Background: an optimization exercise with open tools, aiming at small area and a short achievable clock period. Do not read the settings as production practice. Function was checked by simulation only, so behaviour that the tests miss may differ from the original.

## flow/run.sh

```bash
#!/bin/bash
set -euo pipefail
bash standard.sh SETUP_SLACK_MARGIN=6.3 finish > standard_run.log 2>&1
```

## standard.sh

```bash
#!/bin/bash
# synth_recipe.tcl (not shown) runs the flow's synth.tcl, then flattens the netlist and writes it again
# the make line also repeats each setting of config.mk as NAME=value (left out here)
make -C /OpenROAD-flow-scripts/flow DESIGN_CONFIG=/design/flow/config.mk WORK_HOME=/design/flow/orfs CLKGATE_MAP_FILE= SYNTH_SCRIPT=/design/flow/synth_recipe.tcl "${@:-finish}"
```

## config.mk

```make
export PLATFORM = sky130hd
export DESIGN_NAME = FIR1
export DESIGN_NICKNAME = FIR1
export VERILOG_FILES = /design/flow/design.v
export SDC_FILE = /design/flow/constraint.sdc
export NUM_CORES = 4
export LEC_CHECK = 0
export CAP_MARGIN = 20
export CORE_MARGIN = 2
export CORE_UTILIZATION = 40
export CTS_BUF_LIST = sky130_fd_sc_hd__clkbuf_4 sky130_fd_sc_hd__clkbuf_8
export CTS_CLUSTER_SIZE = 30
export SLEW_MARGIN = 20
export SYNTH_HIERARCHICAL = 1
export SYNTH_MINIMUM_KEEP_SIZE = 0
```

## constraint.sdc

```tcl
create_clock -name core_clock -period 10.0 [get_ports {clk}]
set_input_delay 2.0000 -clock core_clock [delete_from_list [all_inputs] [get_ports {clk}]]
set_output_delay 2.0000 -clock core_clock [all_outputs]
set_load 0.01 [all_outputs]
```

## design.v

```verilog
module FIR1 (X, clk, Y, reset);
  input  [13:0] X;
  input         clk;
  output [13:0] Y;
  input         reset;
  reg [13:0] d1;
  reg [13:0] d2;
  reg [13:0] d3;
  reg [13:0] d4;
  reg [13:0] d5;
  reg [13:0] d6;
  reg [13:0] d7;
  reg [13:0] d8;
  reg [13:0] d9;
  reg [13:0] d10;
  reg [13:0] d11;
  reg [13:0] d12;
  reg [13:0] d13;
  reg [13:0] d14;
  reg [13:0] d15;
  reg [13:0] d16;
  reg [13:0] d17;
  reg [13:0] d18;
  reg [13:0] d19;
  reg [13:0] d20;
  reg [14:0] q2_0;
  reg [14:0] q2_2;
  reg [14:0] q2_3;
  reg [29:0] r2a;
  reg [28:0] r2b;
  reg [27:0] r1;
  reg [13:0] Y;
  wire s1 = d4[0] ^ d14[0];
  wire c2 = d4[0] | d14[0];
  wire s3 = d4[1] ^ d14[1];
  wire c4 = d4[1] | d14[1];
  wire s5, c6;
  FIR1_fa us5 (q2_3[6], q2_3[0], d20[9], s5, c6);
  wire s7, c8;
  FIR1_ha us7 (d18[9], d18[7], s7, c8);
  wire s9, c10;
  FIR1_fa us9 (d4[2], d14[2], q2_3[7], s9, c10);
  wire s11, c12;
  FIR1_fa us11 (q2_3[1], d20[10], d18[10], s11, c12);
  wire s13, c14;
  FIR1_fa us13 (q2_0[12], q2_0[8], q2_0[6], s13, c14);
  wire s15, c16;
  FIR1_fa us15 (d4[3], d14[3], q2_3[8], s15, c16);
  wire s17, c18;
  FIR1_fa us17 (q2_3[2], q2_3[0], d20[11], s17, c18);
  wire s19, c20;
  FIR1_fa us19 (d18[11], d18[9], d18[7], s19, c20);
  wire s21 = q2_0[13] ^ q2_0[9];
  wire c22 = q2_0[13] | q2_0[9];
  wire s23, c24;
  FIR1_fa us23 (q2_0[14], d4[4], d14[4], s23, c24);
  wire s25, c26;
  FIR1_fa us25 (q2_2[14], q2_3[9], q2_3[3], s25, c26);
  wire s27, c28;
  FIR1_fa us27 (q2_3[1], d9[0], d20[12], s27, c28);
  wire s29, c30;
  FIR1_fa us29 (d18[12], d18[10], d18[8], s29, c30);
  wire s31 = q2_0[10] ^ q2_0[8];
  wire c32 = q2_0[10] | q2_0[8];
  wire s33, c34;
  FIR1_fa us33 (d4[5], d14[5], q2_3[14], s33, c34);
  wire s35, c36;
  FIR1_fa us35 (q2_3[10], q2_3[4], q2_3[2], s35, c36);
  wire s37, c38;
  FIR1_fa us37 (d9[1], d18[11], d18[9], s37, c38);
  wire s39, c40;
  FIR1_fa us39 (q2_0[11], q2_0[9], q2_0[7], s39, c40);
  wire s41 = d4[6] ^ d14[6];
  wire c42 = d4[6] | d14[6];
  wire s43, c44;
  FIR1_fa us43 (q2_2[14], q2_3[11], q2_3[5], s43, c44);
  wire s45, c46;
  FIR1_ha us45 (q2_3[3], d9[2], s45, c46);
  wire s47, c48;
  FIR1_fa us47 (d4[13], d14[13], d4[7], s47, c48);
  wire s49, c50;
  FIR1_ha us49 (q2_3[1], d20[4], s49, c50);
  wire s51 = q2_3[2] ^ d20[5];
  wire c52 = q2_3[2] | d20[5];
  wire s53, c54;
  FIR1_fa us53 (d18[5], d18[3], d18[1], s53, c54);
  wire s55 = q2_0[7] ^ q2_0[3];
  wire c56 = q2_0[7] | q2_0[3];
  wire s57, c58;
  FIR1_fa us57 (q2_3[3], d20[6], d18[6], s57, c58);
  wire s59, c60;
  FIR1_fa us59 (q2_0[8], q2_0[4], q2_0[2], s59, c60);
  wire s61, c62;
  FIR1_fa us61 (q2_0[0], d4[4], d14[4], s61, c62);
  wire s63, c64;
  FIR1_ha us63 (d18[4], d18[2], s63, c64);
  wire s65, c66;
  FIR1_fa us65 (q2_3[4], d20[7], d18[7], s65, c66);
  wire s67, c68;
  FIR1_fa us67 (q2_0[9], q2_0[5], q2_0[3], s67, c68);
  wire s69, c70;
  FIR1_fa us69 (q2_0[1], d4[5], d14[5], s69, c70);
  wire s71, c72;
  FIR1_fa us71 (q2_2[9], q2_2[7], q2_2[2], s71, c72);
  wire s73, c74;
  FIR1_ha us73 (d18[5], d18[3], s73, c74);
  wire s75, c76;
  FIR1_fa us75 (q2_3[5], d20[8], d18[8], s75, c76);
  wire s77, c78;
  FIR1_fa us77 (q2_0[10], q2_0[6], q2_0[4], s77, c78);
  wire s79, c80;
  FIR1_fa us79 (q2_0[2], d4[6], d14[6], s79, c80);
  wire s81, c82;
  FIR1_fa us81 (q2_2[10], q2_2[8], q2_2[3], s81, c82);
  wire s83, c84;
  FIR1_fa us83 (q2_2[1], q2_3[9], q2_3[3], s83, c84);
  wire s85, c86;
  FIR1_ha us85 (d18[6], d18[4], s85, c86);
  wire s87, c88;
  FIR1_fa us87 (q2_0[11], q2_0[7], q2_0[5], s87, c88);
  wire s89, c90;
  FIR1_fa us89 (q2_0[3], d4[7], d14[7], s89, c90);
  wire s91, c92;
  FIR1_fa us91 (q2_2[11], q2_2[9], q2_2[4], s91, c92);
  wire s93, c94;
  FIR1_fa us93 (q2_2[2], q2_2[0], q2_3[10], s93, c94);
  wire s95, c96;
  FIR1_fa us95 (~d18[5], q2_3[4], d20[7], s95, c96);
  wire s97, c98;
  FIR1_fa us97 (c2, ~s3, s7, s97, c98);
  wire s99, c100;
  FIR1_fa us99 (q2_0[4], d4[8], d14[8], s99, c100);
  wire s101, c102;
  FIR1_fa us101 (q2_2[12], q2_2[10], q2_2[5], s101, c102);
  wire s103, c104;
  FIR1_fa us103 (q2_2[3], q2_2[1], q2_3[11], s103, c104);
  wire s105, c106;
  FIR1_fa us105 (d18[8], d18[6], ~q2_3[5], s105, c106);
  wire s107, c108;
  FIR1_fa us107 (~d20[8], c4, c8, s107, c108);
  wire s109, c110;
  FIR1_fa us109 (c6, s9, s11, s109, c110);
  wire s111, c112;
  FIR1_fa us111 (q2_0[7], q2_0[5], d4[9], s111, c112);
  wire s113, c114;
  FIR1_fa us113 (d14[9], q2_2[13], q2_2[11], s113, c114);
  wire s115, c116;
  FIR1_fa us115 (q2_2[6], q2_2[4], q2_2[2], s115, c116);
  wire s117, c118;
  FIR1_fa us117 (q2_3[12], q2_3[6], d20[9], s117, c118);
  wire s119, c120;
  FIR1_fa us119 (s21, c10, c12, s119, c120);
  wire s121, c122;
  FIR1_fa us121 (s15, s17, s19, s121, c122);
  wire s123, c124;
  FIR1_fa us123 (q2_0[6], d4[10], d14[10], s123, c124);
  wire s125, c126;
  FIR1_fa us125 (q2_2[12], q2_2[7], q2_2[5], s125, c126);
  wire s127, c128;
  FIR1_fa us127 (q2_2[3], q2_3[13], q2_3[7], s127, c128);
  wire s129, c130;
  FIR1_fa us129 (d20[10], c22, ~s31, s129, c130);
  wire s131, c132;
  FIR1_fa us131 (c16, c18, c20, s131, c132);
  wire s133, c134;
  FIR1_fa us133 (s23, s25, s27, s133, c134);
  wire s135, c136;
  FIR1_fa us135 (d4[11], d14[11], q2_2[13], s135, c136);
  wire s137, c138;
  FIR1_fa us137 (q2_2[8], q2_2[6], q2_2[4], s137, c138);
  wire s139, c140;
  FIR1_fa us139 (q2_3[8], d20[13], d20[11], s139, c140);
  wire s141, c142;
  FIR1_fa us141 (c24, c26, c28, s141, c142);
  wire s143, c144;
  FIR1_fa us143 (d18[13], c32, ~c30, s143, c144);
  wire s145, c146;
  FIR1_fa us145 (s33, s35, s37, s145, c146);
  wire s147, c148;
  FIR1_fa us147 (q2_0[12], q2_0[10], q2_0[8], s147, c148);
  wire s149, c150;
  FIR1_fa us149 (d4[12], d14[12], q2_2[9], s149, c150);
  wire s151, c152;
  FIR1_fa us151 (q2_2[7], q2_2[5], q2_3[9], s151, c152);
  wire s153, c154;
  FIR1_fa us153 (d18[12], d18[10], ~d20[12], s153, c154);
  wire s155, c156;
  FIR1_fa us155 (s45, c34, c36, s155, c156);
  wire s157, c158;
  FIR1_fa us157 (s41, ~c38, c40, s157, c158);
  wire s159, c160;
  FIR1_fa us159 (d14[7], q2_3[12], q2_3[6], s159, c160);
  wire s161, c162;
  FIR1_fa us161 (q2_3[4], d9[3], d20[13], s161, c162);
  wire s163, c164;
  FIR1_fa us163 (q2_0[13], q2_0[11], q2_0[9], s163, c164);
  wire s165, c166;
  FIR1_fa us165 (q2_2[10], q2_2[8], q2_2[6], s165, c166);
  wire s167, c168;
  FIR1_fa us167 (~d18[11], q2_3[10], d18[13], s167, c168);
  wire s169, c170;
  FIR1_fa us169 (c42, c46, c44, s169, c170);
  wire s171, c172;
  FIR1_fa us171 (q2_0[14], d4[8], d14[8], s171, c172);
  wire s173, c174;
  FIR1_fa us173 (q2_3[13], q2_3[7], q2_3[5], s173, c174);
  wire s175, c176;
  FIR1_fa us175 (q2_0[12], q2_0[10], q2_2[11], s175, c176);
  wire s177, c178;
  FIR1_fa us177 (q2_2[9], q2_2[7], q2_3[11], s177, c178);
  wire s179, c180;
  FIR1_fa us179 (d4[9], d14[9], q2_3[8], s179, c180);
  wire s181, c182;
  FIR1_fa us181 (q2_0[13], q2_0[11], q2_2[12], s181, c182);
  wire s183, c184;
  FIR1_fa us183 (d20[2], d18[2], d18[0], s183, c184);
  wire s185, c186;
  FIR1_fa us185 (q2_3[0], d20[3], d18[3], s185, c186);
  wire s187, c188;
  FIR1_fa us187 (q2_0[5], q2_0[1], d4[1], s187, c188);
  wire s189, c190;
  FIR1_fa us189 (d18[4], d18[2], d18[0], s189, c190);
  wire s191, c192;
  FIR1_fa us191 (q2_0[6], q2_0[2], q2_0[0], s191, c192);
  wire s193, c194;
  FIR1_fa us193 (d4[2], d14[2], q2_2[6], s193, c194);
  wire s195, c196;
  FIR1_fa us195 (q2_0[1], d4[3], d14[3], s195, c196);
  wire s197, c198;
  FIR1_fa us197 (q2_2[7], q2_2[5], q2_2[0], s197, c198);
  wire s199, c200;
  FIR1_fa us199 (q2_3[6], q2_3[0], d20[3], s199, c200);
  wire s201 = c50 ^ s51;
  wire c202 = c50 & ~s51;
  wire s203, c204;
  FIR1_fa us203 (q2_2[8], q2_2[6], q2_2[1], s203, c204);
  wire s205, c206;
  FIR1_fa us205 (q2_3[7], q2_3[1], d20[4], s205, c206);
  wire s207, c208;
  FIR1_fa us207 (c52, ~c56, s63, s207, c208);
  wire s209, c210;
  FIR1_fa us209 (c54, s57, ~s59, s209, c210);
  wire s211, c212;
  FIR1_fa us211 (q2_2[0], q2_3[8], q2_3[2], s211, c212);
  wire s213, c214;
  FIR1_fa us213 (~d20[5], c64, s73, s213, c214);
  wire s215, c216;
  FIR1_fa us215 (~c58, c60, c62, s215, c216);
  wire s217, c218;
  FIR1_fa us217 (s67, s69, s71, s217, c218);
  wire s219, c220;
  FIR1_fa us219 (d20[6], ~c74, s1, s219, c220);
  wire s221, c222;
  FIR1_fa us221 (c68, c70, c72, s221, c222);
  wire s223, c224;
  FIR1_fa us223 (s85, c66, s75, s223, c224);
  wire s225, c226;
  FIR1_fa us225 (s77, s79, s81, s225, c226);
  wire s227, c228;
  FIR1_fa us227 (c78, c80, c82, s227, c228);
  wire s229, c230;
  FIR1_fa us229 (c86, c76, ~c84, s229, c230);
  wire s231, c232;
  FIR1_fa us231 (s87, s89, s91, s231, c232);
  wire s233, c234;
  FIR1_fa us233 (~s5, s93, s95, s233, c234);
  wire s235, c236;
  FIR1_fa us235 (c88, c90, c92, s235, c236);
  wire s237, c238;
  FIR1_fa us237 (c94, c96, s13, s237, c238);
  wire s239, c240;
  FIR1_fa us239 (s99, s101, s103, s239, c240);
  wire s241, c242;
  FIR1_fa us241 (s105, c98, s107, s241, c242);
  wire s243, c244;
  FIR1_fa us243 (c14, c100, c102, s243, c244);
  wire s245, c246;
  FIR1_fa us245 (c104, s111, s113, s245, c246);
  wire s247, c248;
  FIR1_fa us247 (~c106, s115, s117, s247, c248);
  wire s249, c250;
  FIR1_fa us249 (c108, c110, s119, s249, c250);
  wire s251, c252;
  FIR1_fa us251 (c112, c114, c116, s251, c252);
  wire s253, c254;
  FIR1_fa us253 (c118, s123, s125, s253, c254);
  wire s255, c256;
  FIR1_fa us255 (s29, ~s127, c120, s255, c256);
  wire s257, c258;
  FIR1_fa us257 (~s129, c122, s131, s257, c258);
  wire s259, c260;
  FIR1_fa us259 (c124, c126, c128, s259, c260);
  wire s261, c262;
  FIR1_fa us261 (s39, s135, s137, s261, c262);
  wire s263, c264;
  FIR1_fa us263 (s139, c130, ~c132, s263, c264);
  wire s265, c266;
  FIR1_fa us265 (c134, s141, s145, s265, c266);
  wire s267, c268;
  FIR1_fa us267 (c136, c138, c140, s267, c268);
  wire s269, c270;
  FIR1_fa us269 (s147, s149, s151, s269, c270);
  wire s271, c272;
  FIR1_fa us271 (s43, s153, c142, s271, c272);
  wire s273, c274;
  FIR1_fa us273 (~c144, c146, s155, s273, c274);
  wire s275, c276;
  FIR1_fa us275 (c148, c150, c152, s275, c276);
  wire s277, c278;
  FIR1_fa us277 (c154, s47, s159, s277, c278);
  wire s279, c280;
  FIR1_fa us279 (~s161, s163, s165, s279, c280);
  wire s281, c282;
  FIR1_fa us281 (s167, ~c156, c158, s281, c282);
  wire s283, c284;
  FIR1_fa us283 (d9[4], d18[12], c48, s283, c284);
  wire s285, c286;
  FIR1_fa us285 (c160, c162, ~c164, s285, c286);
  wire s287, c288;
  FIR1_fa us287 (c166, c168, s175, s287, c288);
  wire s289, c290;
  FIR1_fa us289 (s171, s173, ~s177, s289, c290);
  wire s291, c292;
  FIR1_fa us291 (q2_2[10], q2_2[8], q2_3[14], s291, c292);
  wire s293, c294;
  FIR1_fa us293 (q2_3[6], d9[5], ~q2_3[12], s293, c294);
  wire s295, c296;
  FIR1_fa us295 (d18[13], c176, c178, s295, c296);
  wire s297, c298;
  FIR1_fa us297 (c172, c174, s179, s297, c298);
  wire s299, c300;
  FIR1_fa us299 (d4[10], d14[10], q2_3[9], s299, c300);
  wire s301, c302;
  FIR1_fa us301 (q2_0[12], q2_2[13], q2_2[11], s301, c302);
  wire s303, c304;
  FIR1_fa us303 (q2_3[7], d9[6], ~q2_2[9], s303, c304);
  wire s305, c306;
  FIR1_fa us305 (q2_3[13], q2_0[14], c182, s305, c306);
  wire s307, c308;
  FIR1_fa us307 (d4[11], d14[11], q2_2[14], s307, c308);
  wire s309, c310;
  FIR1_fa us309 (q2_3[14], q2_3[10], q2_3[8], s309, c310);
  wire s311, c312;
  FIR1_fa us311 (q2_0[13], q2_2[12], q2_2[10], s311, c312);
  wire s313 = d4[12] ^ d14[12];
  wire c314 = d4[12] | d14[12];
  wire s315, c316;
  FIR1_ha us315 (q2_3[11], q2_3[9], s315, c316);
  wire s317, c318;
  FIR1_fa us317 (q2_0[4], q2_0[0], d4[0], s317, c318);
  wire s319, c320;
  FIR1_fa us319 (d14[0], q2_2[4], q2_2[2], s319, c320);
  wire s321, c322;
  FIR1_fa us321 (d14[1], q2_2[5], q2_2[3], s321, c322);
  wire s323, c324;
  FIR1_fa us323 (~d18[1], q2_3[4], d20[1], s323, c324);
  wire s325, c326;
  FIR1_ha us325 (c184, s185, s325, c326);
  wire s327, c328;
  FIR1_fa us327 (q2_2[4], q2_3[5], d20[2], s327, c328);
  wire s329, c330;
  FIR1_fa us329 (s49, c186, ~c188, s329, c330);
  wire s331, c332;
  FIR1_fa us331 (~s189, s191, s193, s331, c332);
  wire s333, c334;
  FIR1_fa us333 (s55, c190, ~c192, s333, c334);
  wire s335, c336;
  FIR1_fa us335 (c194, s195, s197, s335, c336);
  wire s337, c338;
  FIR1_fa us337 (~s53, s199, s201, s337, c338);
  wire s339, c340;
  FIR1_fa us339 (c196, c198, c200, s339, c340);
  wire s341, c342;
  FIR1_fa us341 (s61, s203, s205, s341, c342);
  wire s343, c344;
  FIR1_fa us343 (c202, s207, s209, s343, c344);
  wire s345, c346;
  FIR1_fa us345 (c204, c206, s211, s345, c346);
  wire s347, c348;
  FIR1_fa us347 (s65, c208, s213, s347, c348);
  wire s349, c350;
  FIR1_fa us349 (s215, ~c210, s217, s349, c350);
  wire s351, c352;
  FIR1_fa us351 (c212, s83, s219, s351, c352);
  wire s353, c354;
  FIR1_fa us353 (c216, c218, s221, s353, c354);
  wire s355, c356;
  FIR1_fa us355 (c214, s223, ~s225, s355, c356);
  wire s357, c358;
  FIR1_fa us357 (c220, c222, c226, s357, c358);
  wire s359, c360;
  FIR1_fa us359 (s97, c224, ~s227, s359, c360);
  wire s361, c362;
  FIR1_fa us361 (~s229, s231, s233, s361, c362);
  wire s363, c364;
  FIR1_fa us363 (c228, c232, s235, s363, c364);
  wire s365, c366;
  FIR1_fa us365 (s237, s239, c234, s365, c366);
  wire s367, c368;
  FIR1_fa us367 (c230, s109, s241, s367, c368);
  wire s369, c370;
  FIR1_fa us369 (c236, c238, c240, s369, c370);
  wire s371, c372;
  FIR1_fa us371 (s243, ~s121, s245, s371, c372);
  wire s373, c374;
  FIR1_fa us373 (~s247, c242, s249, s373, c374);
  wire s375, c376;
  FIR1_fa us375 (c244, c246, s251, s375, c376);
  wire s377, c378;
  FIR1_fa us377 (c248, ~s133, s253, s377, c378);
  wire s379, c380;
  FIR1_fa us379 (c250, s255, s257, s379, c380);
  wire s381, c382;
  FIR1_fa us381 (c252, c254, s259, s381, c382);
  wire s383, c384;
  FIR1_fa us383 (s143, s261, ~c256, s383, c384);
  wire s385, c386;
  FIR1_fa us385 (c258, ~s263, s265, s385, c386);
  wire s387, c388;
  FIR1_fa us387 (c260, c262, s267, s387, c388);
  wire s389, c390;
  FIR1_fa us389 (s157, s269, c264, s389, c390);
  wire s391, c392;
  FIR1_fa us391 (s271, c266, s273, s391, c392);
  wire s393, c394;
  FIR1_fa us393 (c268, c270, s275, s393, c394);
  wire s395, c396;
  FIR1_fa us395 (s169, s277, ~s279, s395, c396);
  wire s397, c398;
  FIR1_fa us397 (c272, c274, ~s281, s397, c398);
  wire s399, c400;
  FIR1_fa us399 (c170, c278, s283, s399, c400);
  wire s401, c402;
  FIR1_fa us401 (c276, c280, s287, s401, c402);
  wire s403, c404;
  FIR1_fa us403 (s285, s289, ~c282, s403, c404);
  wire s405, c406;
  FIR1_fa us405 (s181, s291, ~s293, s405, c406);
  wire s407, c408;
  FIR1_fa us407 (c284, c286, ~c288, s407, c408);
  wire s409, c410;
  FIR1_fa us409 (~s295, c290, s297, s409, c410);
  wire s411, c412;
  FIR1_fa us411 (c180, c294, s299, s411, c412);
  wire s413, c414;
  FIR1_fa us413 (c292, s301, ~s303, s413, c414);
  wire s415, c416;
  FIR1_fa us415 (c296, ~c298, s305, s415, c416);
  wire s417, c418;
  FIR1_fa us417 (d9[7], q2_0[14], c300, s417, c418);
  wire s419, c420;
  FIR1_fa us419 (c304, s307, s309, s419, c420);
  wire s421, c422;
  FIR1_fa us421 (c302, s311, c306, s421, c422);
  wire s423, c424;
  FIR1_fa us423 (~d9[8], q2_2[13], q2_2[11], s423, c424);
  wire s425, c426;
  FIR1_fa us425 (q2_0[14], ~s313, s315, s425, c426);
  wire s427, c428;
  FIR1_fa us427 (c308, c310, ~c312, s427, c428);
  wire s429, c430;
  FIR1_fa us429 (q2_3[12], q2_3[10], d9[9], s429, c430);
  wire s431, c432;
  FIR1_fa us431 (d4[13], d14[13], q2_2[12], s431, c432);
  wire s433, c434;
  FIR1_fa us433 (c314, c316, ~q2_2[14], s433, c434);
  wire s435 = q2_3[13] ^ q2_3[11];
  wire c436 = q2_3[13] | q2_3[11];
  wire s437 = d9[10] ^ q2_2[13];
  wire c438 = d9[10] & ~q2_2[13];
  wire s439, c440;
  FIR1_fa us439 (q2_0[2], q2_2[2], q2_2[0], s439, c440);
  wire s441, c442;
  FIR1_fa us441 (q2_0[3], q2_2[3], q2_2[1], s441, c442);
  wire s443 = d18[1] ^ q2_3[2];
  wire c444 = d18[1] & ~q2_3[2];
  wire s445, c446;
  FIR1_fa us445 (q2_3[3], d20[0], ~d20[1], s445, c446);
  wire s447, c448;
  FIR1_fa us447 (~s183, s317, s319, s447, c448);
  wire s449, c450;
  FIR1_fa us449 (c318, c320, s187, s449, c450);
  wire s451, c452;
  FIR1_fa us451 (s321, ~s325, s323, s451, c452);
  wire s453, c454;
  FIR1_fa us453 (c322, s327, c324, s453, c454);
  wire s455, c456;
  FIR1_fa us455 (c326, s329, ~s331, s455, c456);
  wire s457, c458;
  FIR1_fa us457 (c328, c332, s335, s457, c458);
  wire s459, c460;
  FIR1_fa us459 (c330, s333, ~s337, s459, c460);
  wire s461, c462;
  FIR1_fa us461 (~c334, c336, s339, s461, c462);
  wire s463, c464;
  FIR1_fa us463 (s341, c338, ~s343, s463, c464);
  wire s465, c466;
  FIR1_fa us465 (c340, c342, s345, s465, c466);
  wire s467, c468;
  FIR1_fa us467 (s347, c344, ~s349, s467, c468);
  wire s469, c470;
  FIR1_fa us469 (c346, ~c348, s351, s469, c470);
  wire s471, c472;
  FIR1_fa us471 (s353, c350, ~s355, s471, c472);
  wire s473, c474;
  FIR1_fa us473 (c352, c354, s357, s473, c474);
  wire s475, c476;
  FIR1_fa us475 (s359, c356, ~s361, s475, c476);
  wire s477, c478;
  FIR1_fa us477 (c358, ~c360, s363, s477, c478);
  wire s479, c480;
  FIR1_fa us479 (s365, c362, ~s367, s479, c480);
  wire s481, c482;
  FIR1_fa us481 (c364, s369, c366, s481, c482);
  wire s483, c484;
  FIR1_fa us483 (~s371, c368, s373, s483, c484);
  wire s485, c486;
  FIR1_fa us485 (c370, s375, c372, s485, c486);
  wire s487, c488;
  FIR1_fa us487 (~s377, c374, s379, s487, c488);
  wire s489, c490;
  FIR1_fa us489 (c376, s381, c378, s489, c490);
  wire s491, c492;
  FIR1_fa us491 (~s383, c380, s385, s491, c492);
  wire s493, c494;
  FIR1_fa us493 (c382, s387, c384, s493, c494);
  wire s495, c496;
  FIR1_fa us495 (~s389, s391, c386, s495, c496);
  wire s497, c498;
  FIR1_fa us497 (c388, s393, c390, s497, c498);
  wire s499, c500;
  FIR1_fa us499 (s395, c392, s397, s499, c500);
  wire s501, c502;
  FIR1_fa us501 (c394, ~s399, s401, s501, c502);
  wire s503, c504;
  FIR1_fa us503 (c396, c398, s403, s503, c504);
  wire s505, c506;
  FIR1_fa us505 (s405, ~c400, c402, s505, c506);
  wire s507, c508;
  FIR1_fa us507 (s407, s409, c404, s507, c508);
  wire s509, c510;
  FIR1_fa us509 (~s411, c406, s413, s509, c510);
  wire s511, c512;
  FIR1_fa us511 (c408, ~s415, c410, s511, c512);
  wire s513, c514;
  FIR1_fa us513 (c412, s417, s419, s513, c514);
  wire s515, c516;
  FIR1_fa us515 (c414, s421, c416, s515, c516);
  wire s517, c518;
  FIR1_fa us517 (c418, s425, c420, s517, c518);
  wire s519, c520;
  FIR1_fa us519 (s423, ~s427, c422, s519, c520);
  wire s521, c522;
  FIR1_fa us521 (c424, ~s429, s431, s521, c522);
  wire s523, c524;
  FIR1_fa us523 (c426, s433, c428, s523, c524);
  wire s525, c526;
  FIR1_fa us525 (~q2_2[14], s435, s437, s525, c526);
  wire s527, c528;
  FIR1_fa us527 (c430, ~c432, c434, s527, c528);
  wire s529, c530;
  FIR1_fa us529 (q2_3[12], d9[11], ~q2_3[14], s529, c530);
  wire s531, c532;
  FIR1_fa us531 (c436, q2_2[14], c438, s531, c532);
  wire s533, c534;
  FIR1_ha us533 (d20[0], d18[0], s533, c534);
  wire s535, c536;
  FIR1_fa us535 (d20[1], s443, c440, s535, c536);
  wire s537, c538;
  FIR1_fa us537 (~c444, c442, s445, s537, c538);
  wire s539, c540;
  FIR1_fa us539 (c446, c448, s449, s539, c540);
  wire s541, c542;
  FIR1_fa us541 (c450, s453, c452, s541, c542);
  wire s543, c544;
  FIR1_fa us543 (c454, s457, ~c456, s543, c544);
  wire s545, c546;
  FIR1_fa us545 (c458, s461, ~c460, s545, c546);
  wire s547, c548;
  FIR1_fa us547 (c462, s465, c464, s547, c548);
  wire s549, c550;
  FIR1_fa us549 (c466, s469, ~c468, s549, c550);
  wire s551, c552;
  FIR1_fa us551 (c470, s473, c472, s551, c552);
  wire s553, c554;
  FIR1_fa us553 (c474, s477, ~c476, s553, c554);
  wire s555, c556;
  FIR1_fa us555 (c478, s481, c480, s555, c556);
  wire s557, c558;
  FIR1_fa us557 (c482, s485, ~c484, s557, c558);
  wire s559, c560;
  FIR1_fa us559 (c486, s489, ~c488, s559, c560);
  wire s561, c562;
  FIR1_fa us561 (c490, s493, ~c492, s561, c562);
  wire s563, c564;
  FIR1_fa us563 (c494, s497, ~c496, s563, c564);
  wire s565, c566;
  FIR1_fa us565 (c498, s501, ~c500, s565, c566);
  wire s567, c568;
  FIR1_fa us567 (s505, c502, ~c504, s567, c568);
  wire s569, c570;
  FIR1_fa us569 (s509, c506, ~s511, s569, c570);
  wire s571, c572;
  FIR1_fa us571 (~s513, c510, s515, s571, c572);
  wire s573, c574;
  FIR1_fa us573 (c514, s517, ~c516, s573, c574);
  wire s575, c576;
  FIR1_fa us575 (~s521, c518, s523, s575, c576);
  wire s577, c578;
  FIR1_fa us577 (s525, c522, ~c524, s577, c578);
  wire s579, c580;
  FIR1_fa us579 (s529, s531, ~c526, s579, c580);
  wire s581, c582;
  FIR1_fa us581 (q2_3[13], d9[12], c530, s581, c582);
  wire s583 = q2_0[1] ^ q2_2[1];
  wire c584 = q2_0[1] | q2_2[1];
  wire s585, c586;
  FIR1_fa us585 (q2_3[1], ~s533, s439, s585, c586);
  wire s587, c588;
  FIR1_fa us587 (~c534, s441, s535, s587, c588);
  wire s589, c590;
  FIR1_fa us589 (c536, s447, s537, s589, c590);
  wire s591, c592;
  FIR1_fa us591 (c538, s451, s539, s591, c592);
  wire s593, c594;
  FIR1_fa us593 (c540, ~s455, s541, s593, c594);
  wire s595, c596;
  FIR1_fa us595 (c542, ~s459, s543, s595, c596);
  wire s597, c598;
  FIR1_fa us597 (c544, s463, s545, s597, c598);
  wire s599, c600;
  FIR1_fa us599 (c546, ~s467, s547, s599, c600);
  wire s601, c602;
  FIR1_fa us601 (s471, c548, s549, s601, c602);
  wire s603, c604;
  FIR1_fa us603 (~s475, c550, s551, s603, c604);
  wire s605, c606;
  FIR1_fa us605 (s479, c552, s553, s605, c606);
  wire s607, c608;
  FIR1_fa us607 (~s483, c554, s555, s607, c608);
  wire s609, c610;
  FIR1_fa us609 (~s487, c556, s557, s609, c610);
  wire s611, c612;
  FIR1_fa us611 (~s491, c558, s559, s611, c612);
  wire s613, c614;
  FIR1_fa us613 (~s495, c560, s561, s613, c614);
  wire s615, c616;
  FIR1_fa us615 (~s499, c562, s563, s615, c616);
  wire s617, c618;
  FIR1_fa us617 (~s503, c564, s565, s617, c618);
  wire s619, c620;
  FIR1_fa us619 (~s507, c566, s567, s619, c620);
  wire s621, c622;
  FIR1_fa us621 (~c508, s569, c568, s621, c622);
  wire s623, c624;
  FIR1_fa us623 (~c512, s571, c570, s623, c624);
  wire s625, c626;
  FIR1_fa us625 (s519, ~s573, c572, s625, c626);
  wire s627, c628;
  FIR1_fa us627 (~c520, s575, c574, s627, c628);
  wire s629, c630;
  FIR1_fa us629 (s527, ~s577, c576, s629, c630);
  wire s631, c632;
  FIR1_fa us631 (c528, s579, ~c578, s631, c632);
  wire s633, c634;
  FIR1_fa us633 (c532, s581, c580, s633, c634);
  wire s635, c636;
  FIR1_fa us635 (~d9[13], q2_3[14], c582, s635, c636);
  wire s637, c638;
  FIR1_ha us637 (d1[4], d1[2], s637, c638);
  wire s639, c640;
  FIR1_fa us639 (d1[5], d1[3], d1[1], s639, c640);
  wire s641, c642;
  FIR1_fa us641 (d1[6], d1[4], d1[2], s641, c642);
  wire s643, c644;
  FIR1_fa us643 (d1[7], d1[5], d1[3], s643, c644);
  wire s645, c646;
  FIR1_fa us645 (d1[8], d1[6], d1[4], s645, c646);
  wire s647, c648;
  FIR1_fa us647 (d1[9], d1[7], d1[5], s647, c648);
  wire s649, c650;
  FIR1_fa us649 (d1[10], d1[8], d1[6], s649, c650);
  wire s651, c652;
  FIR1_fa us651 (d1[11], d1[9], d1[7], s651, c652);
  wire s653, c654;
  FIR1_fa us653 (d1[12], d1[10], d1[8], s653, c654);
  wire s655, c656;
  FIR1_fa us655 (r2a[15], r2b[15], d1[13], s655, c656);
  wire s657, c658;
  FIR1_ha us657 (d1[12], d1[10], s657, c658);
  wire s659 = d1[11] ^ r2a[17];
  wire c660 = d1[11] & ~r2a[17];
  wire s661 = d1[1] ^ ~r2a[3];
  wire c662 = d1[1] | ~r2a[3];
  wire s663, c664;
  FIR1_fa us663 (~d1[2], r2a[4], r2b[4], s663, c664);
  wire s665, c666;
  FIR1_fa us665 (d1[3], d1[1], ~r2a[5], s665, c666);
  wire s667, c668;
  FIR1_fa us667 (r2a[6], r2b[6], ~d1[0], s667, c668);
  wire s669, c670;
  FIR1_fa us669 (r2a[7], r2b[7], ~c638, s669, c670);
  wire s671, c672;
  FIR1_fa us671 (r2a[8], r2b[8], ~c640, s671, c672);
  wire s673, c674;
  FIR1_fa us673 (r2a[9], r2b[9], ~c642, s673, c674);
  wire s675, c676;
  FIR1_fa us675 (r2a[10], r2b[10], ~c644, s675, c676);
  wire s677, c678;
  FIR1_fa us677 (r2a[11], r2b[11], ~c646, s677, c678);
  wire s679, c680;
  FIR1_fa us679 (r2a[12], r2b[12], ~c648, s679, c680);
  wire s681, c682;
  FIR1_fa us681 (r2a[13], r2b[13], ~c650, s681, c682);
  wire s683, c684;
  FIR1_fa us683 (r2a[14], r2b[14], ~c652, s683, c684);
  wire s685, c686;
  FIR1_fa us685 (d1[11], d1[9], c654, s685, c686);
  wire s687, c688;
  FIR1_fa us687 (r2a[16], r2b[16], ~s657, s687, c688);
  wire s689, c690;
  FIR1_fa us689 (r2b[17], d1[13], s659, s689, c690);
  wire s691, c692;
  FIR1_fa us691 (r2a[18], r2b[18], d1[12], s691, c692);
  wire s693, c694;
  FIR1_fa us693 (r2a[19], r2b[19], d1[13], s693, c694);
  wire s695 = r2a[2] ^ r2b[2];
  wire c696 = r2a[2] | r2b[2];
  wire s697, c698;
  FIR1_fa us697 (r2b[3], ~d1[0], s661, s697, c698);
  wire s699, c700;
  FIR1_fa us699 (d1[0], c662, ~s663, s699, c700);
  wire s701, c702;
  FIR1_fa us701 (r2b[5], c664, ~s665, s701, c702);
  wire s703, c704;
  FIR1_fa us703 (s637, c666, ~s667, s703, c704);
  wire s705, c706;
  FIR1_fa us705 (~s639, c668, s669, s705, c706);
  wire s707, c708;
  FIR1_fa us707 (~s641, c670, s671, s707, c708);
  wire s709, c710;
  FIR1_fa us709 (~s643, c672, s673, s709, c710);
  wire s711, c712;
  FIR1_fa us711 (~s645, c674, s675, s711, c712);
  wire s713, c714;
  FIR1_fa us713 (~s647, c676, s677, s713, c714);
  wire s715, c716;
  FIR1_fa us715 (~s649, c678, s679, s715, c716);
  wire s717, c718;
  FIR1_fa us717 (~s651, c680, s681, s717, c718);
  wire s719, c720;
  FIR1_fa us719 (~s653, c682, s683, s719, c720);
  wire s721, c722;
  FIR1_fa us721 (s655, c684, ~s685, s721, c722);
  wire s723, c724;
  FIR1_fa us723 (c656, ~c686, s687, s723, c724);
  wire s725, c726;
  FIR1_fa us725 (~c658, c688, s689, s725, c726);
  wire s727, c728;
  FIR1_fa us727 (~c660, c690, s691, s727, c728);
  wire s729, c730;
  FIR1_fa us729 (~d1[12], s693, c692, s729, c730);
  wire s731, c732;
  FIR1_fa us731 (r2b[20], ~r2a[20], c694, s731, c732);
  wire s733, c734;
  FIR1_fa us733 (r2b[21], ~r2a[21], r2a[20], s733, c734);
  wire s735, c736;
  FIR1_fa us735 (r2b[22], ~r2a[22], r2a[21], s735, c736);
  wire s737, c738;
  FIR1_fa us737 (r2a[23], r2a[22], r2b[23], s737, c738);
  wire s739, c740;
  FIR1_fa us739 (r2b[24], r2b[23], ~r2a[24], s739, c740);
  wire s741, c742;
  FIR1_fa us741 (r2b[25], r2a[24], ~r2a[25], s741, c742);
  wire s743, c744;
  FIR1_fa us743 (r2b[26], r2a[25], ~r2a[26], s743, c744);
  wire s745, c746;
  FIR1_fa us745 (r2b[27], r2a[26], ~r2a[27], s745, c746);
  wire s747, c748;
  FIR1_fa us747 (r2a[28], ~r2a[27], r2b[28], s747, c748);
  wire s749 = r2a[29] ^ r2b[28];
  wire c750 = r2a[29] | r2b[28];
  wire [29:0] rs1 = {~c748, c746, c744, c742, c740, ~c738, ~c736, ~c734, ~c732, ~c730, ~c728, ~c726, ~c724, ~c722, ~c720, ~c718, ~c716, ~c714, ~c712, ~c710, ~c708, ~c706, c704, ~c702, c700, ~c698, ~c696, ~d1[0], r2b[1], ~r2a[0]} + {~s749, ~s747, s745, s743, s741, s739, ~s737, ~s735, ~s733, ~s731, ~s729, ~s727, ~s725, ~s723, ~s721, ~s719, ~s717, ~s715, ~s713, ~s711, ~s709, ~s707, ~s705, s703, ~s701, s699, ~s697, s695, ~r2a[1], ~r2b[0]};
  wire s751 = r1[1] ^ X[0];
  wire c752 = r1[1] & ~X[0];
  wire s753, c754;
  FIR1_fa us753 (~r1[2], X[1], X[2], s753, c754);
  wire s755, c756;
  FIR1_fa us755 (~r1[3], X[2], X[3], s755, c756);
  wire s757, c758;
  FIR1_fa us757 (~r1[4], X[3], X[4], s757, c758);
  wire s759, c760;
  FIR1_fa us759 (~r1[5], X[4], X[5], s759, c760);
  wire s761, c762;
  FIR1_fa us761 (~r1[6], X[5], X[6], s761, c762);
  wire s763, c764;
  FIR1_fa us763 (~r1[7], X[6], X[7], s763, c764);
  wire s765, c766;
  FIR1_fa us765 (~r1[8], X[7], X[8], s765, c766);
  wire s767, c768;
  FIR1_fa us767 (~r1[9], X[8], X[9], s767, c768);
  wire s769, c770;
  FIR1_fa us769 (~r1[10], X[9], X[10], s769, c770);
  wire s771, c772;
  FIR1_fa us771 (~r1[11], X[10], X[11], s771, c772);
  wire s773, c774;
  FIR1_fa us773 (~r1[12], X[11], X[12], s773, c774);
  wire s775, c776;
  FIR1_fa us775 (r1[13], X[13], ~X[12], s775, c776);
  wire s777, c778;
  FIR1_ha us777 (r1[14], X[13], s777, c778);
  wire [29:0] fs = {r1[27], r1[26], r1[25], r1[24], r1[23], r1[22], r1[21], r1[20], r1[19], r1[18], r1[17], r1[16], r1[15], c776, ~c774, ~c772, ~c770, ~c768, ~c766, ~c764, ~c762, ~c760, ~c758, ~c756, ~c754, c752, ~X[1], r1[0], 1'b0, 1'b0} + {1'b0, 1'b0, 1'b0, 1'b0, 1'b0, 1'b0, 1'b0, 1'b0, 1'b0, 1'b0, 1'b0, 1'b0, c778, s777, s775, ~s773, ~s771, ~s769, ~s767, ~s765, ~s763, ~s761, ~s759, ~s757, ~s755, ~s753, ~s751, ~X[0], 1'b0, 1'b0};
  always @(posedge clk or posedge reset) begin
    if (reset) begin
      d1 <= 14'd0;
      d2 <= 14'd0;
      d3 <= 14'd0;
      d4 <= 14'd0;
      d5 <= 14'd0;
      d6 <= 14'd0;
      d7 <= 14'd0;
      d8 <= 14'd0;
      d9 <= 14'd0;
      d10 <= 14'd0;
      d11 <= 14'd0;
      d12 <= 14'd0;
      d13 <= 14'd0;
      d14 <= 14'd0;
      d15 <= 14'd0;
      d16 <= 14'd0;
      d17 <= 14'd0;
      d18 <= 14'd0;
      d19 <= 14'd0;
      d20 <= 14'd0;
      q2_0 <= 15'd0;
      q2_2 <= 15'd0;
      q2_3 <= 15'd0;
      r2a <= 30'd285212671;
      r2b <= 29'd8388605;
      r1 <= 28'd268410883;
      Y <= 14'd0;
    end else begin
      d1 <= X;
      d2 <= d1;
      d3 <= d2;
      d4 <= d3;
      d5 <= d4;
      d6 <= d5;
      d7 <= d6;
      d8 <= d7;
      d9 <= d8;
      d10 <= d9;
      d11 <= d10;
      d12 <= d11;
      d13 <= d12;
      d14 <= d13;
      d15 <= d14;
      d16 <= d15;
      d17 <= d16;
      d18 <= d17;
      d19 <= d18;
      d20 <= d19;
      q2_0 <= {d1[13], d1} + {d15[13], d15};
      q2_2 <= {d5[13], d5} + {d11[13], d11};
      q2_3 <= {d7[13], d7} + {d9[13], d9};
      r2a <= {1'b1, q2_3[14], c634, c632, c630, c628, c626, c624, c622, c620, c618, c616, c614, c612, c610, c608, c606, c604, c602, c600, c598, c596, c594, c592, c590, c588, c586, c584, q2_3[0], q2_0[0]};
      r2b <= {c636, s635, s633, s631, s629, s627, s625, s623, s621, s619, s617, s615, s613, s611, s609, s607, s605, s603, s601, s599, s597, s595, s593, s591, s589, s587, s585, s583, q2_2[0]};
      r1 <= rs1[29:2];
      Y <= fs[29:16];
    end
  end
endmodule
module FIR1_fa (a, b, c, s, co);
  input a, b, c;
  output s, co;
  assign s = a ^ b ^ c;
  assign co = (a & b) | (a & c) | (b & c);
endmodule
module FIR1_ha (a, b, s, co);
  input a, b;
  output s, co;
  assign s = a ^ b;
  assign co = a & b;
endmodule
```

==> impl.org, run 1 <==
** Floorplanning
- Standard cell core area :: between 50,000 and 60,000 um^2
- The floorplan step defined a die boundary enclosing 59,100 um^2.
- Y dimension of the die :: between 200 and 250 um
- The initial utilization of the core area, before any placement, comes to between 40% and 50%.
- I/O pin count :: 30
- From left edge to right edge, the die measures roughly 240 um.
- Total number of placement rows :: 87

** Detailed routing
- In this run, the number of DRC markers left after iteration 0 of detailed routing was 750.
- The count of nets left with antenna violations once routing finished came out at 0.
- Drt total wl :: 49,500 um
- In the routed design, unresolved DRC markers number 0.
- Via/cell ratio :: 4.71
- Total number of vias :: between 10,000 and 15,000
- Average wire per standard cell :: 19.6 um
- Detailed-routing iteration count for the pre-antenna-repair pass :: 5

** Synth
- Dominant register cell in the synthesized netlist :: sky130_fd_sc_hd__dfrtp_1
- Compound-gate portion of the synthesized area :: 4.69%
- Synthesis-stage register bit count :: between 400 and 500
- Area share of the largest cell type after synthesis :: around two fifths
- sky130_fd_sc_hd__dfrtp_1 is the most common cell in the netlist.
- Post-synth net total :: around 2,000
- Share of async-settable or async-resettable flops after synthesis :: 100%
- Yosys mapped a number of flops with a built-in enable equal to 0.
- Area share of fa/ha/maj cells after synthesis :: a little under two fifths
- Largest family of logic cells by synthesized area :: adder cells
- Mean instance size in the synthesized netlist :: approximately 15 um^2
- Count of warnings emitted by yosys :: 7
- Cell types with the highest counts after synthesis :: sky130_fd_sc_hd__dfrtp_1 (363), sky130_fd_sc_hd__fa_1 (362), sky130_fd_sc_hd__inv_1 (286), sky130_fd_sc_hd__ha_1 (114), sky130_fd_sc_hd__dfstp_2 (63)
- Of the post-synthesis cell area, the part taken by muxes is 0.0438%.
- The synthesized netlist occupies a cell area of 22,900 um^2.
- Summing the areas of all xor and xnor instances in the mapped netlist gives around 2.7% of the synthesized area.
- Counting distinct cell types in the post-synthesis netlist gives 56.
- Number of instances in the synthesized netlist :: roughly 1,500
- Top cells by area in the synthesized netlist :: sky130_fd_sc_hd__dfrtp_1 (40%), sky130_fd_sc_hd__fa_1 (32%), sky130_fd_sc_hd__dfstp_2 (7.2%), sky130_fd_sc_hd__ha_1 (6.2%), sky130_fd_sc_hd__inv_1 (4.7%)
- Synthesized-area fraction occupied by and/or/nand/nor cells :: roughly 2.9%
- The biggest area contributor in the post-synthesis netlist is sky130_fd_sc_hd__dfrtp_1.
- Sequential area share after synthesis :: 46.9%

** Setup path
- Data on the critical path arrives at its endpoint at approximately 4.5 ns.
- The worst setup path is launched from a flip-flop.
- Worst endpoint required time :: around 11 ns
- On the critical path, the stage with the largest delay is an instance of sky130_fd_sc_hd__fa_2.
- The signal on the critical path passes through fa_2, fa_2, fa_1, fa_1, fa_2, inv_2, fa_1, fa_2.
- The critical path is of the reg -> reg type.
- STA classifies the critical path endpoint as a flip-flop.
- Broken down by cell family, the worst path's largest delay share belongs to adder cells.
- Most used cell, CP :: sky130_fd_sc_hd__fa_2
- Worst path max stage delay :: 0.58 ns
- Register-to-register path setup slack :: around 6 ns
- Maximum fanout encountered on the critical timing path :: 2
- Together, buffers and inverters on the worst path number 1.

** Global routing
- First-pass GRT wire length :: slightly below 80,000 um
- GR met2 Demand/Resource :: approximately 30%
- For met3 alone, demand over resource in global routing was under 10%.
- Total track usage :: between 10% and 20%
- The number of antenna violations at the first check in global routing is 2.
- Most used routing layer in global routing :: met2
- Global route total overflow :: 0
- Entering global routing, the biggest net connects roughly 180 pins.
- Global routing consumed, on the met1 layer, between 20% and 30% of the routing resources.
- Via count of the first global-routing pass :: 13,900

** Timing
- For the final routed database, the setup TNS stands at 0 ns.
- Max Clock Freq :: roughly 0.25 GHz
- For the pin with the worst max-slew slack, the measured transition is 0.980 ns.
- Setup violation total in the final timing report :: 0
- Hold Vio Cnt, Final :: 0
- Setup repair after global routing could not meet its margin everywhere.
- Final hold analysis gives a worst-case slack of approximately 0.33 ns.
- Between clock sinks in the finished design, the worst skew comes to 0.0323 ns.
- Final Max Slew Viols :: 0
- The worst path needs between 3 and 4 ns of the cycle, external delays included.
- Of the available clock period, the critical path in the final layout requires 39.3%.
- The worst pin sits at a relative slew slack of about a third.

** CTS
- Number of clock sinks seen by CTS :: roughly 430
- Clock Path Buffers :: 3
- CTS clock-pin slew for the worst setup and hold paths :: ~0.06 ns
- TritonCTS built the clock tree.
- Clock tree synthesis selected as its root buffer the cell sky130_fd_sc_hd__clkbuf_8.
- Inserted Clock Buffers :: just over 70
- Clock Latency Late Sink :: roughly 0.65 ns
- CTS H-Tree Depth :: 3

** Final layout
- Relative to the synthesized area, the layout overhead comes to 18.0%.
- Share of layout cells above drive strength 1 :: around a quarter
- Number of nets in the final layout :: 2,209

** Place
- Input and output buffers added on the ports amount to 29.
- Once detailed placement completed, the half-perimeter wirelength came to 36,800 um.
- Routability-driven placement finished with a final weighted congestion of between 0.8 and 0.9.

** Outcome
- The run finished with no timing, DRC or antenna violations.

** Run
- Across the run, the number of max-cap violations was 0.

** Hold path
- The min-delay analysis places its worst path in the category reg -> reg.
==> area by class of cell <==
cell class / count / area, um^2
Clock inverter: 19 / 218
Clock buffer: 109 / 1390
Tap cell: 756 / 946
Antenna cell: 2 / 5.00
Timing Repair inverter: 1 / 5.00
Fill cell: 4840 / 29500
Multi-Input combinational cell: 831 / 11600
Timing Repair Buffer: 100 / 927
Sequential cell: 426 / 10800
Inverter: 286 / 1080
==> worst register-to-register path, cell delays in order, from the launching register on <==
cell and delay, ns:
sky130_fd_sc_hd__dfrtp_2 0.45, sky130_fd_sc_hd__fa_2 0.50, sky130_fd_sc_hd__fa_2 0.58, sky130_fd_sc_hd__fa_1 0.42, sky130_fd_sc_hd__fa_1 0.50, sky130_fd_sc_hd__fa_2 0.36
sky130_fd_sc_hd__inv_2 0.07, sky130_fd_sc_hd__fa_1 0.42, sky130_fd_sc_hd__fa_2 0.56
==> final timing paths <==
path,from,to,depth (start not counted)
min reg2reg,d2[4],d3[4],0
min in group asynchronous,reset,q2_3[9],2
max reg2reg,q2_3[14],r2b[16],8
max in group asynchronous,reset,q2_3[0],4
max,q2_3[14],r2b[16],8
min,d2[4],d3[4],0
==> per-module statistics from Yosys, one instance, submodules excluded <==
module / times used / area [um^2]
FIR1: 1 / 15500
FIR1_fa: 359 / 20.0
FIR1_ha: 12 / 12.5
==> what timing repair did <==
action,4_1_cts,5_1_grt
setup buffers,51,15
pin swaps,49,62
resized for setup,183,72
endpoints found under the setup margin,119,109
hold buffers,0,0
gates cloned,0,1
==> cells by family (layout without fill, tap and decap cells) <==
logic type	after synthesis	after routing
adders and majority gates	476	476
DFF	426	426
buffers and inverters	290	515
AOI/OAI and AO/OA	142	142
and+or+nand+nor	140	140
xor gates and xnor gates	71	71
other	1	3
muxes	1	1
==> layout by cell type (no fill, tap or decap), drive strengths merged, types with 3 or more instances in the layout <==
cell type and instances:
dfstp 63, xnor2 56, a21boi 3, o21a 7
nor3 15, o21ai 11, nand2 29, inv 285
and3 3, nand4 7, o211ai 3, a31o 3
a221oi 5, xor2 15, fa 362, nor2b 9
dfrtp 363, a31oi 5, o21bai 7, a21oi 45
ha 114, bufinv 4, a211oi 5, clkdlybuf4s50 15
a21o 28, o41ai 5, clkinvlp 8, clkbuf 109
nor2 53, nand3 12, buf 82, o31ai 3
clkinv 9
==> layer usage <==
layer | vias up | routed length [um]
li1 | 5145 | -
met1 | 6443 | 20800
met2 | 250 | 24500
met3 | 90 | 2830
met4 | 0 | 1390
met5 | - | 0
==> state kept, by name (all words and copies together), names as in the netlist, 15 cells and up <==
| name | count |
|---|---|
| q2_2 | 15 |
| r1 | 28 |
| q2_3 | 15 |
| r2b | 29 |
| q2_0 | 15 |
| r2a | 30 |
==> through the flow <==
step	std cells	instance area (um^2)	setup slack, ns	utilization (%)
global placement	2332	24200	4.95	42.8
finish	2530	27000	6.07	47.8
floorplan	1547	22900	2.30	-
CTS	2511	26600	6.06	47.1
global route	2529	27000	6.03	47.8
detailed placement	2332	24200	4.88	42.8
==> inputs of run 2 (changes only) <==
==> flow/run.sh (replaced) <==
#!/bin/bash
set -euo pipefail
bash standard.sh SETUP_SLACK_MARGIN=5.7 finish > standard_run.log 2>&1
--- a/config.mk
+++ b/config.mk
@@ -9,6 +9,4 @@
 export CORE_MARGIN = 2
 export CORE_UTILIZATION = 40
-export CTS_BUF_LIST = sky130_fd_sc_hd__clkbuf_4 sky130_fd_sc_hd__clkbuf_8
-export CTS_CLUSTER_SIZE = 30
 export SLEW_MARGIN = 20
 export SYNTH_HIERARCHICAL = 1
==> impl.org, run 2 <==
** Outcome
- The flow ran to the end and the layout has no timing, DRC or antenna violations.

** Synth
- In this run, synthesis inferred 0 flip-flops with an integrated enable.
- The most used flip-flop cell after synthesis is sky130_fd_sc_hd__dfrtp_1.
- Number of instances in the synthesized netlist :: ~1,500
- When the netlist entered floorplanning its net count stood at roughly 2,000.
- Area share of the largest cell type after synthesis :: around 40%
- Top cells by area in the synthesized netlist :: sky130_fd_sc_hd__dfrtp_1 (40%), sky130_fd_sc_hd__fa_1 (32%), sky130_fd_sc_hd__dfstp_2 (7.2%), sky130_fd_sc_hd__ha_1 (6.2%), sky130_fd_sc_hd__inv_1 (4.7%)
- Summing the sequential cell areas from Yosys gives a little under half of the chip area.
- Leading area contributor after synthesis :: sky130_fd_sc_hd__dfrtp_1
- Mean instance size in the synthesized netlist :: ~15 um^2
- In the synthesized netlist the async set-or-reset flop fraction comes to 100%.
- Most numerous cell in the Yosys netlist :: sky130_fd_sc_hd__dfrtp_1
- Count of distinct cell types in the synthesized netlist :: 56
- Summing every instance area after synthesis gives 22,900 um^2.
- Sorting the synthesized cells by how often they occur yields sky130_fd_sc_hd__dfrtp_1 (363), sky130_fd_sc_hd__fa_1 (362), sky130_fd_sc_hd__inv_1 (286), sky130_fd_sc_hd__ha_1 (114), sky130_fd_sc_hd__dfstp_2 (63).
- Synthesis-stage register bit count :: around 430
- The Yosys step of the flow raised 7 warnings.

** Setup path
- STA classifies the critical path startpoint as a flip-flop.
- STA classifies the critical path endpoint as a flip-flop.
- Start-to-end type of the worst setup path :: reg -> reg
- Data on the critical path is required at its endpoint by ~10 ns.
- Data on the critical path arrives at its endpoint at around 4.7 ns.
- The worst register-to-register path begins at q2_3[9].
- Along the worst path, the maximum fanout reaches 5.
- Tracing the worst setup path back leads to its startpoint at q2_3[9].

** Final layout
- For this run, the post-layout net count is between 2,000 and 2,500.
- Counting flops per register, the top entry is r2a.
- Flip-flop count of the largest register, all copies and words added :: 30
- 0 antenna diodes ended up in the layout.
- Top library cells by usage in the layout, fill and taps aside :: sky130_fd_sc_hd__fa_1 (362), sky130_fd_sc_hd__dfrtp_1 (355), sky130_fd_sc_hd__inv_1 (285), sky130_fd_sc_hd__ha_1 (112), sky130_fd_sc_hd__dfstp_2 (63)
- Share of layout cells above drive strength 1 :: a little under an eighth
- Most frequent standard cell in the layout excluding fill and tap cells :: sky130_fd_sc_hd__fa_1
- FILL cells :: around 5,000
- Core occupancy in the finished layout :: between 40% and 50%
- Relative to the synthesized area, the layout overhead comes to 13.1%.
- The largest registers in the layout are r2a (30), r2b (29), r1 (28).

** Timing
- Transition at the pin with the smallest max-transition slack :: between 0.9 and 1 ns
- Period Utilization, post-route :: roughly 42%
- Setup Skew :: approximately 0.019 ns
- Post-layout minimum cycle time :: roughly 4.2 ns
- Setup repair after global routing missed its margin :: false
- Adding up every negative setup slack in the final design gives 0 ns.
- Headroom to the max-slew limit came out at about two fifths.
- The final hold violation count is 0.
- Final Max Slew Viols :: 0
- Once routing completed, OpenROAD measured the worst setup slack at a little under 6 ns.
- Setup violations remaining at the end of the flow were counted as 0.
- For this run, the top clock speed supported by timing is 0.237 GHz.
- Minimum hold slack :: between 0.3 and 0.4 ns

** Place
- Routability-driven placement finished with a final weighted congestion of 0.896.
- Setup Slack @ Placement :: 4.80 ns
- Number of buffers added on ports :: 29
- Post-detailed-placement half-perimeter wirelength :: around 37,000 um

** Detailed routing
- In this run, the number of DRC markers left after iteration 0 of detailed routing was around 620.
- Drt total wl :: 47,800 um
- DRC :: 0
- Via/cell ratio :: 4.73
- Detail Route Antenna Nets :: 0
- After detailed routing, the average wire length per cell comes to between 15 and 20 um.
- Total number of vias :: 11,400
- Detailed-routing iteration count for the pre-antenna-repair pass :: 5

** Hold path
- The min-delay analysis places its worst path in the category reg -> reg.
- The worst hold path begins at d19[9].

** CTS
- After clock tree synthesis, the flow added hold-fix buffers numbering 0.
- Inserted Clock Buffers :: 44
- Clock Latency Late Sink :: 0.57 ns
- The root buffer cell chosen for the clock tree is sky130_fd_sc_hd__clkbuf_16.
- TritonCTS built the clock tree.
- CTS built an H-tree with a depth of 2.
- Number of clock sinks seen by CTS :: between 400 and 500
- CTS clock-pin slew for the worst setup and hold paths :: roughly 0.060 ns
- Clock Path Buffers :: 3

** Run
- Across the run, the number of max-cap violations was 0.

** Floorplanning
- In this run the core area contains 87 standard-cell rows.
- Y dimension of the die :: around 240 um
- The core region is approximately 56,000 um^2.
- Die outline width :: roughly 240 um
- For this design the top-level I/O count stands at 30.
- Area of the die :: ~59,000 um^2
- Once the floorplan was initialized, standard cells occupied 40.5% of the core.

** Global routing
- The first global-routing pass estimated between 70,000 and 80,000 um of wire.
- Initial antenna violation count :: 0
- Total track usage :: around 18%
- Global route total overflow :: 0
- Entering global routing, the biggest net connects 150 pins.
- The number of global-route vias before repair was between 10,000 and 15,000.
-- run 2: cell counts after synthesis --
No cell type changed its count.
-- run 2: cell type report --
class                      count  area [um^2]  share of cell area, %
clock buffer                  57         1230                   4.76
sequential                   426        10700                   41.5
multi-input combinational    831        11100                   42.9
timing repair buffer          36          368                   1.42
clock inverter                23          403                   1.56
inverter                     286         1080                   4.16
tap                          756          946                   3.66
-- run 2: critical path, stage by stage, from the launching register on --
cell and delay, ns:
sky130_fd_sc_hd__dfrtp_1 0.69, sky130_fd_sc_hd__fa_1 0.54, sky130_fd_sc_hd__fa_1 0.43, sky130_fd_sc_hd__fa_1 0.56, sky130_fd_sc_hd__fa_1 0.46, sky130_fd_sc_hd__fa_1 0.38, sky130_fd_sc_hd__inv_1 0.11, sky130_fd_sc_hd__fa_1 0.44
sky130_fd_sc_hd__fa_1 0.54
-- run 2: final timing paths --
path                                end  slack, ns  depth (start not counted)
worst max-delay path            r2b[16]       5.79                          8
worst min-delay path             d20[9]       0.34                          0
worst max register to register  r2b[16]       5.79                          8
worst min register to register   d20[9]       0.34                          0
max in group asynchronous        d17[7]       6.19                          5
min in group asynchronous         d6[8]       1.77                          2
-- run 2: Yosys stat by module (local to each module, per instance) --
module	cells inside	area, um^2	flip-flops and latches
FIR1	1176	15500	426
FIR1_fa	1	20.0	0
FIR1_ha	1	12.5	0
-- run 2: logic make-up after synthesis --
| family | synth area share, % |
|---|---|
| adders and majority gates | 37.9 |
| muxes | 0.0438 |
| buffers and inverters | 4.76 |
| DFF | 46.9 |
| other | 0.0164 |
| xor gates and xnor gates | 2.72 |
| and+or+nand+nor | 2.92 |
| AOI/OAI and AO/OA | 4.69 |
-- run 2: through the flow --
stage / instances / area, um^2
final: 2415 / 25900
after global routing: 2415 / 25900
after CTS: 2413 / 25800
after detailed placement: 2332 / 24200
after global placement: 2332 / 24200
after floorplan: 1547 / 22900
-- run 2: metal layers --
layer	routed length, um	part of all wire, %	vias up	global-route usage [%]
met3	2250	4.7	104	3.62
met1	20000	42	6143	22.7
met4	1780	3.7	0	6.55
met2	23700	50	215	29.2
li1	-	-	4954	-
met5	0	0	-	0
-- run 2: repair_timing --
item	CTS	global route
setup buffers	1	1
hold endpoints to repair	0	0
endpoints found under the setup margin	11	13
pin swaps	1	10
gates resized for setup	13	24
==> inputs of run 3 (changes only) <==
==> flow/run.sh (replaced) <==
#!/bin/bash
set -euo pipefail
bash standard.sh SETUP_SLACK_MARGIN=6.0 finish > standard_run.log 2>&1
==> impl.org, run 3 <==
** CTS
- Clock Latency Late Sink :: 0.56 ns
- CTS clock-pin slew for the worst setup and hold paths :: 0.06 ns
- Clock tree synthesis selected as its root buffer the cell sky130_fd_sc_hd__clkbuf_16.
- The H-tree was split into 2 levels.
- Counting every sink on the clock net gives approximately 430.
- Clock tree from TritonCTS :: built
- The longest clock path from root to sink contains 3 buffers.
- The number of clock buffers added by TritonCTS is 43.

** Timing
- Total negative slack for setup checks :: 0 ns
- Period Utilization, post-route :: between 30% and 40%
- Final Max Slew Viols :: 0
- Setup violation total in the final timing report :: 0
- Minimum hold slack :: around 0.34 ns
- Slew HR :: between 40% and 50%
- Setup repair after global routing could not meet its margin everywhere.
- The worst path needs around 4.0 ns of the cycle, external delays included.
- Setup Skew :: ~0.011 ns
- Max Clock Freq :: approximately 0.25 GHz
- The final hold violation count was 0.
- Transition at the pin with the smallest max-transition slack :: between 0.8 and 0.9 ns

** Final layout
- After routing the design area is between 20,000 and 30,000 um^2.
- More flip-flops sit in one register than any other, and that register is r2a.
- The library cell used most frequently in the layout, excluding fill and tap cells, is sky130_fd_sc_hd__fa_1.
- In the final layout, the share of cells above drive strength 1 is ~17%.
- Finished Layout Cells :: roughly 2,500
- Top library cells by usage in the layout, fill and taps aside :: sky130_fd_sc_hd__fa_1 (359), sky130_fd_sc_hd__dfrtp_1 (323), sky130_fd_sc_hd__inv_1 (281), sky130_fd_sc_hd__ha_1 (104), sky130_fd_sc_hd__dfstp_2 (63)
- Diodes inserted :: 0
- Registers with the most flip-flops :: r2a (30), r2b (29), r1 (28)
- Counting the fill cells in the layout gives 4,929.
- Number of nets in the final layout :: roughly 2,200
- The area growth from synthesis to layout is 15.1%.
- The register with the most flip-flops in the layout has 30 of them.

** Floorplanning
- Die outline width :: about 240 um
- Standard cell core area :: 56,500 um^2
- The die is 243 um tall.
- Initial Utilization :: 40.5%
- Area of the die :: ~60,000 um^2
- The floorplan has 87 rows.
- 30 I/O pins were placed.

** Detailed routing
- Detail Route Antenna Nets :: 0
- For this block, the initial DRC count from the detailed router was 685.
- The routed layout has about 12,000 vias.
- Detailed-routing iteration count for the pre-antenna-repair pass :: 5
- DRC :: 0
- Dividing the detail-routed wire length by the instance count gives approximately 20 um.
- Dividing the detail-routed via count by the number of cells gives 4.74.
- Wires add up to between 40,000 and 50,000 um.

** Setup path
- Maximum fanout encountered on the critical timing path :: 2
- Worst reg2reg endpoint :: r2b[16]
- Measured in cells, the most critical reg-to-reg path has a length of 8.
- Worst setup SP type :: flip-flop
- At the worst endpoint, the required time is ~11 ns.
- Worst path max stage delay :: 0.57 ns
- The worst register-to-register path begins at d4[5].
- Kind of end point of the critical path :: flip-flop
- The critical path is of the reg -> reg type.
- At the worst endpoint, the arrival time is about 4.5 ns.
- Walking the worst path, the cells encountered are fa_1, fa_1, fa_1, fa_1, fa_1, inv_1, fa_1, fa_1.
- Most used cell, CP :: sky130_fd_sc_hd__fa_1
- The slowest stage of the critical path belongs to the cell sky130_fd_sc_hd__fa_1.
- Setup slack on the worst reg-to-reg path comes out at about 6.0 ns.

** Place
- Number of buffers added on ports :: 29
- Inst Count DP :: 2,331
- The congestion estimate from routability-driven global placement came to around 0.9.
- Post-detailed-placement half-perimeter wirelength :: 36,800 um
- Summing all placed instances gives a cell area of around 24,000 um^2.

** Synth
- Most numerous cell in the Yosys netlist :: sky130_fd_sc_hd__dfrtp_1
- After synthesis the netlist holds a flip-flop and latch count of 426.
- Post-synth net total :: 2,039
- Synthesized area :: 22,900 um^2
- Counting distinct cell types in the post-synthesis netlist gives between 50 and 60.
- Cell types with the highest counts after synthesis :: sky130_fd_sc_hd__dfrtp_1 (363), sky130_fd_sc_hd__fa_1 (362), sky130_fd_sc_hd__inv_1 (286), sky130_fd_sc_hd__ha_1 (114), sky130_fd_sc_hd__dfstp_2 (63)
- Yosys mapped a number of flops with a built-in enable equal to 0.
- Leading area contributor after synthesis :: sky130_fd_sc_hd__dfrtp_1
- For this run, asynchronously set or reset flops after synthesis account for 100%.
- For this run, the leading register cell type out of synthesis is sky130_fd_sc_hd__dfrtp_1.
- In the post-synthesis netlist, the biggest area contributors are sky130_fd_sc_hd__dfrtp_1 (40%), sky130_fd_sc_hd__fa_1 (32%), sky130_fd_sc_hd__dfstp_2 (7.2%), sky130_fd_sc_hd__ha_1 (6.2%), sky130_fd_sc_hd__inv_1 (4.7%).
- Number of instances in the synthesized netlist :: between 1,500 and 2,000
- The Yosys step of the flow raised 7 warnings.
- Mean instance size in the synthesized netlist :: around 15 um^2
- The share of the Yosys chip area taken by registers is a little under half.
- Area share of the largest cell type after synthesis :: between 30% and 40%

** Global routing
- Global routing used between 10% and 20% of the available tracks.
- For met3 alone, demand over resource in global routing was 2.92%.
- Global routing finished with a remaining overflow of 0.
- First-pass GRT wire length :: between 70,000 and 80,000 um
- The number of antenna violations at the first check in global routing came to 0.
- GR met2 Demand/Resource :: between 20 and 30%
- Most used routing layer in global routing :: met2
- The number of global-route vias before repair was 13,400.
- Pin count of the biggest net entering global routing :: 185
- Met1 usage in global routing :: between 20 and 25%

** Hold path
- Hold Path Stages :: 0
- Hold wc startpoint :: d13[12]
- The min-delay analysis places its worst path in the category reg -> reg.
- The path with the worst hold slack has its endpoint at d14[12].

** Outcome
- Result of the run :: complete, no violations

** Run
- Max-cap violations in this run came to 0.
[run 3: cell counts after synthesis]
No cell type changed its count.
[run 3: cells by family (layout without fill, tap and decap cells)]
kind of cell | count (synthesis) | after routing | share of synthesized area [%]
fa+ha+maj | 476 | 476 | 37.9
xor+xnor | 71 | 71 | 2.72
simple gates | 140 | 140 | 2.92
other cells | 1 | 1 | 0.0164
flops | 426 | 426 | 46.9
compound gates | 142 | 142 | 4.69
buf+inv | 290 | 448 | 4.76
mux | 1 | 1 | 0.0438
[run 3: worst max path at each step]
stage	from	end	slack, ns	cells past startpoint
after floorplan	reset	Y[0]	2.30	1
after global placement	X[6]	Y[13]	4.94	12
after detailed placement	X[7]	Y[11]	4.90	12
after CTS	X[9]	Y[11]	5.99	12
after global routing	X[5]	Y[11]	5.93	12
final	d4[5]	r2b[16]	6.04	8
[run 3: worst max-delay path: cells and delay by family, from the launching register on]
kind | cells | cell delay (ns)
fa+ha+maj | 7 | 3.36
buf+inv | 1 | 0.08
flops | 1 | 0.46
[run 3: area by class of cell]
cell class                 count  area, um^2  share of cell area (%)
inverter                     286        1080                    4.09
clock buffer                  62        1240                    4.71
tap                          756         946                    3.59
clock inverter                17         277                    1.05
multi-input combinational    831       11300                    42.8
timing repair buffer          83         728                    2.77
sequential                   426       10800                    41.0
[run 3: what timing repair did]
action,CTS,global route
cloned,0,1
buffers inserted,17,33
endpoints found under the setup margin,34,77
pin swaps,17,28
resized for setup,81,55
hold buffers,0,0
[run 3: metrics by stage]
step | util, % | setup slack (ns)
after floorplan | - | 2.30
after global placement | 42.8 | 4.94
after detailed placement | 42.8 | 4.90
after CTS | 45.8 | 5.99
after global routing | 46.6 | 5.93
final | 46.6 | 6.04
[run 3: Yosys stat by module, one instance, submodules excluded]
module   cells  flops+latches  times used
FIR1      1176            426           1
FIR1_fa      1              0         359
FIR1_ha      1              0          12
[run 3: metal layers]
metal  wire, um  part of all wire (%)  up-vias
met2      24300                    50      195
met1      21000                    43     6330
met4       1350                   2.8        0
met5          0                     0        -
met3       1740                   3.6       83
li1           -                     -     5049

-- static timing again, ports no longer ideal --
Ports are ideal in the flow. The routed layouts listed here were re-timed in OpenROAD.
Step 1, drivers: a clkbuf_16 drives clk and a buf_2 each remaining input, both assumed.
Step 2 moves the port delays by t, midway between the first and last clock arrival at a register: inputs arrive t later, outputs are due t later. That takes back most of the time a late clock gives input paths.
Slacks: no drivers / after step 1 / after step 2; pairs: no drivers / after step 1.
| run | shift t [ns] | setup WS [ns] | clock arrival spread, ns | slew at the worst register clock pin (ns) | pins driven straight from the clock port |
|---|---|---|---|---|---|
| run 1 | 0.683 | 6.069 / 6.069 / 5.474 | 0.040 / 0.040 | 0.07 / 0.07 | 1 |
| run 2 | 0.611 | 5.787 / 5.787 / 5.275 | 0.019 / 0.019 | 0.07 / 0.07 | 1 |
| run 3 | 0.613 | 6.040 / 6.040 / 5.461 | 0.011 / 0.011 | 0.06 / 0.06 | 1 |
After both steps setup and hold are still met in every run listed. The setup slack of run 1, which loses most, moves by 0.000 ns with the drivers and by -0.595 ns with both steps.
